What follows belongs to an exercise in optimizing a design on an open flow for a short achievable clock period and few clock cycles; a production flow would make more cautious choices. RTL that was checked went through simulation tests only; none was proved equivalent to the original. Power is estimated from default activity; no workload was simulated.

==> flow/design.v (excerpt) <==
module CPU(
    input clk,
    input rstn,
    output [31:0] imem_addr,
    input  [31:0] imem_rdata,
    output [31:0] dmem_addr,
    output [31:0] dmem_wdata,
    output dmem_we,
    input  [31:0] dmem_rdata
    );
For scale: about 6900 cells after synthesis, roughly 83000 sq um of cells after synthesis.
export LEC_CHECK = 0
export ABC_CLOCK_PERIOD_IN_PS = 2500
export CAP_MARGIN = 20
export CORE_MARGIN = 2
export CORE_UTILIZATION = 40
export SLEW_MARGIN = 20
export SYNTH_HIERARCHICAL = 1
create_clock -name core_clock -period 9.5 [get_ports {clk}]
standard.sh (not shown) runs the stock make flow with config.mk's settings and CLKGATE_MAP_FILE= SYNTH_SCRIPT=/design/flow/synth_recipe.tcl, a recipe that flattens the netlist after the stock synthesis.
==> flow/flow/run.sh <==
#!/bin/bash
# Standard ORFS layout with two changes:
#  - no adder-cell mapping in synthesis (the adders are written as
#    parallel-prefix logic and are left to ABC);
#  - repair_timing asked for extra setup margin, so that it keeps optimising
#    below the (loose) clock constraint.
set -euo pipefail
MARGIN=${MARGIN:-6.0}
bash standard.sh ADDER_MAP_FILE= MATCH_CELL_FOOTPRINT=0 SETUP_SLACK_MARGIN=$MARGIN finish > standard_flow.log 2>&1
The baseline went through all stages and came out clean.
==> next run, changes <==
--- a/flow/config.mk
+++ b/flow/config.mk
@@ -11,3 +11,2 @@
 export CORE_UTILIZATION = 40
 export SLEW_MARGIN = 20
-export SYNTH_HIERARCHICAL = 1
Core utilization increases by 0.50 points.
Setup slack gets better by 0.81 ns.
Clock power grows slightly.
Sequential share of layout area climbs by 1.0 points.
Synthesized area drops by a few percent.
Cell area goes down by a few percent.
Power falls by a few percent.
Function was not checked in any run of this note: the RTL went through the layout flow alone.

run 5:
Another version of the RTL of CPU (not shown whole).
Size: ~6600 cells after synthesis, about 1600 flip-flops, roughly 86000 sq um of cells after synthesis.
==> flow/config.mk <==
export PLATFORM = sky130hd
export DESIGN_NAME = CPU
export DESIGN_NICKNAME = CPU
export VERILOG_FILES = /design/flow/design.v
export SDC_FILE = /design/flow/constraint.sdc
export NUM_CORES = 4
export LEC_CHECK = 0
export ABC_CLOCK_PERIOD_IN_PS = 2500
export CAP_MARGIN = 20
export CORE_MARGIN = 2
export CORE_UTILIZATION = 40
export SLEW_MARGIN = 20
==> flow/constraint.sdc <==
create_clock -name core_clock -period 9.5 [get_ports {clk}]
set_input_delay 1.9000 -clock core_clock [delete_from_list [all_inputs] [get_ports {clk}]]
set_output_delay 1.9000 -clock core_clock [all_outputs]
set_load 0.01 [all_outputs]
Scripts as last shown in full above: flow/flow/run.sh
Testbench counts of run 5, summed over its fixed seeds: cycles 38,470.
Here is what was changed in the inputs of run 3 compared with run 5.
-- flow/config.mk --
<<< run 5, line 10
export CORE_MARGIN = 2
export CORE_UTILIZATION = 40
export SLEW_MARGIN = 20
>>> run 3, line 10
export CORE_MARGIN = 2
export CORE_UTILIZATION = 55
export SLEW_MARGIN = 20
Results
Run 3 completed end to end with timing, DRC and antenna clean. Against run 5, overall power of the completed layout in run 3 rose slightly. Going from run 5 to run 3, area growth from synthesis to layout went up 1.0 points, sequential share of layout area went down 0.31 points, met3 layer wire length in the routed design went up about 30%, total number of vias went up 1521. Note that the total instance count after detailed placement recorded for run 5 amounts to 1.09 times the value seen in run 3. Looking at antenna diode count, run 3 sits below run 5. Looking at net count of the finished layout, run 3 sits about 1.7% above run 5. Power per unit of standard cell area, run 5 and run 3: lower on run 5. As far as multi-input gate share of the layout cell area is concerned, run 3 and run 5 perform about the same.

Another version of the RTL of CPU (not shown whole).
For scale: ~7200 cells after synthesis, roughly 1600 flip-flops, ~160 I/O pins.
Settings: LEC_CHECK=0, ABC_CLOCK_PERIOD_IN_PS=2500, CAP_MARGIN=20, CORE_MARGIN=2, CORE_UTILIZATION=40, SLEW_MARGIN=20; clock period 9.5 ns.
==> flow/flow/run.sh <==
#!/bin/bash
# Standard ORFS layout with two changes:
#  - no adder-cell mapping in synthesis (the adders are written as
#    parallel-prefix logic and are left to ABC);
#  - repair_timing asked for extra setup margin, so that it keeps optimising
#    below the (loose) clock constraint.
set -euo pipefail
MARGIN=${MARGIN:-6.6}
bash standard.sh ADDER_MAP_FILE= MATCH_CELL_FOOTPRINT=0 SETUP_SLACK_MARGIN=$MARGIN finish > standard_flow.log 2>&1
The starting point finished with timing, DRC and antenna clean.
Testbench counts at the start, summed over its fixed seeds: cycles 38,470.
Edit:
--- a/flow/flow/run.sh
+++ b/flow/flow/run.sh
@@ -8 +8 @@
-MARGIN=${MARGIN:-6.6}
+MARGIN=${MARGIN:-6.0}
Outcome: Clock skew fell by 0.0082 ns; clock power rose by about 2%; area after synthesis does not change; cell area fell by 6.3%; combinational power fell by 11%; via count fell by 3.6%; maximum frequency fell by 0.36%; power fell by 3.3%; global-route usage fell by 3.0 points; register-to-register slack loses 0.05 ns.

## cedar
CPU, a different RTL version from the one above (not shown whole).
For scale: about 6200 cells after synthesis, roughly 1900 flip-flops, ~0.092 sq mm of cells after synthesis.
export LEC_CHECK = 0
export ABC_CLOCK_PERIOD_IN_PS = 2500
export CAP_MARGIN = 20
export CORE_MARGIN = 2
export CORE_UTILIZATION = 40
export SETUP_SLACK_MARGIN = 5
export SLEW_MARGIN = 20
create_clock -name core_clock -period 9.5 [get_ports {clk}]
run.sh (not shown) runs the stock make flow with config.mk's settings and CLKGATE_MAP_FILE= SYNTH_SCRIPT=/design/flow/synth_recipe.tcl, a recipe that flattens the netlist after the stock synthesis.
Stock flow here: none of the scripts above is used.
cedar reached the final stage; the timing, design-rule and antenna checks on its layout passed.
Input-level comparison between pine and cedar:
- SETUP_SLACK_MARGIN removed (was 5)
==> flow/flow/run.sh (new file) <==
#!/bin/bash
# Standard ORFS layout, with repair_timing asked for extra setup margin so
# that it keeps optimising below the (loose) clock constraint.
set -euo pipefail
MARGIN=${MARGIN:-6.2}
bash standard.sh SETUP_SLACK_MARGIN=$MARGIN finish > standard_flow.log 2>&1
==> flow/standard.sh (new file) <==
#!/bin/bash
# synth_recipe.tcl (not shown) runs the flow's synth.tcl, then flattens the netlist and writes it again
# the make line also repeats each setting of config.mk as NAME=value (left out here)
make -C /OpenROAD-flow-scripts/flow DESIGN_CONFIG=/design/flow/config.mk WORK_HOME=/design/flow/orfs CLKGATE_MAP_FILE= SYNTH_SCRIPT=/design/flow/synth_recipe.tcl "${@:-finish}"
removed: flow/run.sh
==> comparison <==
[compare] base=cedar new=pine: number of ordinary and repair buffers in the finished layout saw an increase, number of antenna violations at the first check in global routing saw an increase, critical-path maximum fanout saw a decrease.
Compared with cedar, pine shows a higher routed wire length.
Delta (pine minus cedar): fmax +1.9%, power higher.
Relative to cedar, post-route clock period utilization has decreased by 0.87 points in pine.
In the flow results for pine and cedar, the relative area of clock buffers and inverters in the final design is smaller on pine.
Compared with cedar, pine shows a worst path setup slack after routing that is 0.083 ns higher.
pine vs. cedar: pre-CTS worst setup slack went up by 0.059 ns.
When pine is set beside cedar, its clock network fraction of total power turns out to be 1.7 points smaller.
No run of this note included a check of the RTL's function; only the layout flow was run.

-- static timing again, ports no longer ideal --
The flow's constraints put no driver on any port. The routed layouts listed below were extracted and timed again, unchanged, in two steps.
Step 1, drivers: a clkbuf_16 drives clk and a buf_2 each remaining input, both assumed.
Step 2 moves the port delays by t, midway between the first and last clock arrival at a register: inputs arrive t later, outputs are due t later. That takes back most of the time a late clock gives input paths.
Slacks: ideal / step 1 / step 2; pairs: ideal / step 1.
run	t (ns)	slack for setup (ns)	worst setup path after step 2	slew at the worst register clock pin (ns)	pins driven straight from the clock port
the first run of note 1	0.909	4.063 / 4.088 / 3.180	input to register	0.07 / 0.07	1
the second run of note 1	0.917	4.871 / 4.821 / 3.904	input to register	0.07 / 0.07	1
run 5	0.948	5.280 / 5.251 / 4.303	input to register	0.08 / 0.08	1
run 3	0.898	5.192 / 5.225 / 4.326	input to register	0.07 / 0.07	1
the first run of note 3	0.951	5.376 / 5.118 / 4.167	input to register	0.08 / 0.08	1
the second run of note 3	0.965	5.361 / 5.118 / 4.153	input to register	0.07 / 0.07	1
cedar	0.932	5.005 / 5.005 / 4.992	input to register	0.07 / 0.07	1
pine	0.953	5.088 / 5.088 / 5.088	register to register	0.07 / 0.07	1
After both steps setup and hold are still met in every run listed. For the first run of note 3, which loses most, drivers alone change the setup slack by -0.258 ns; drivers and shift together by -1.209 ns.
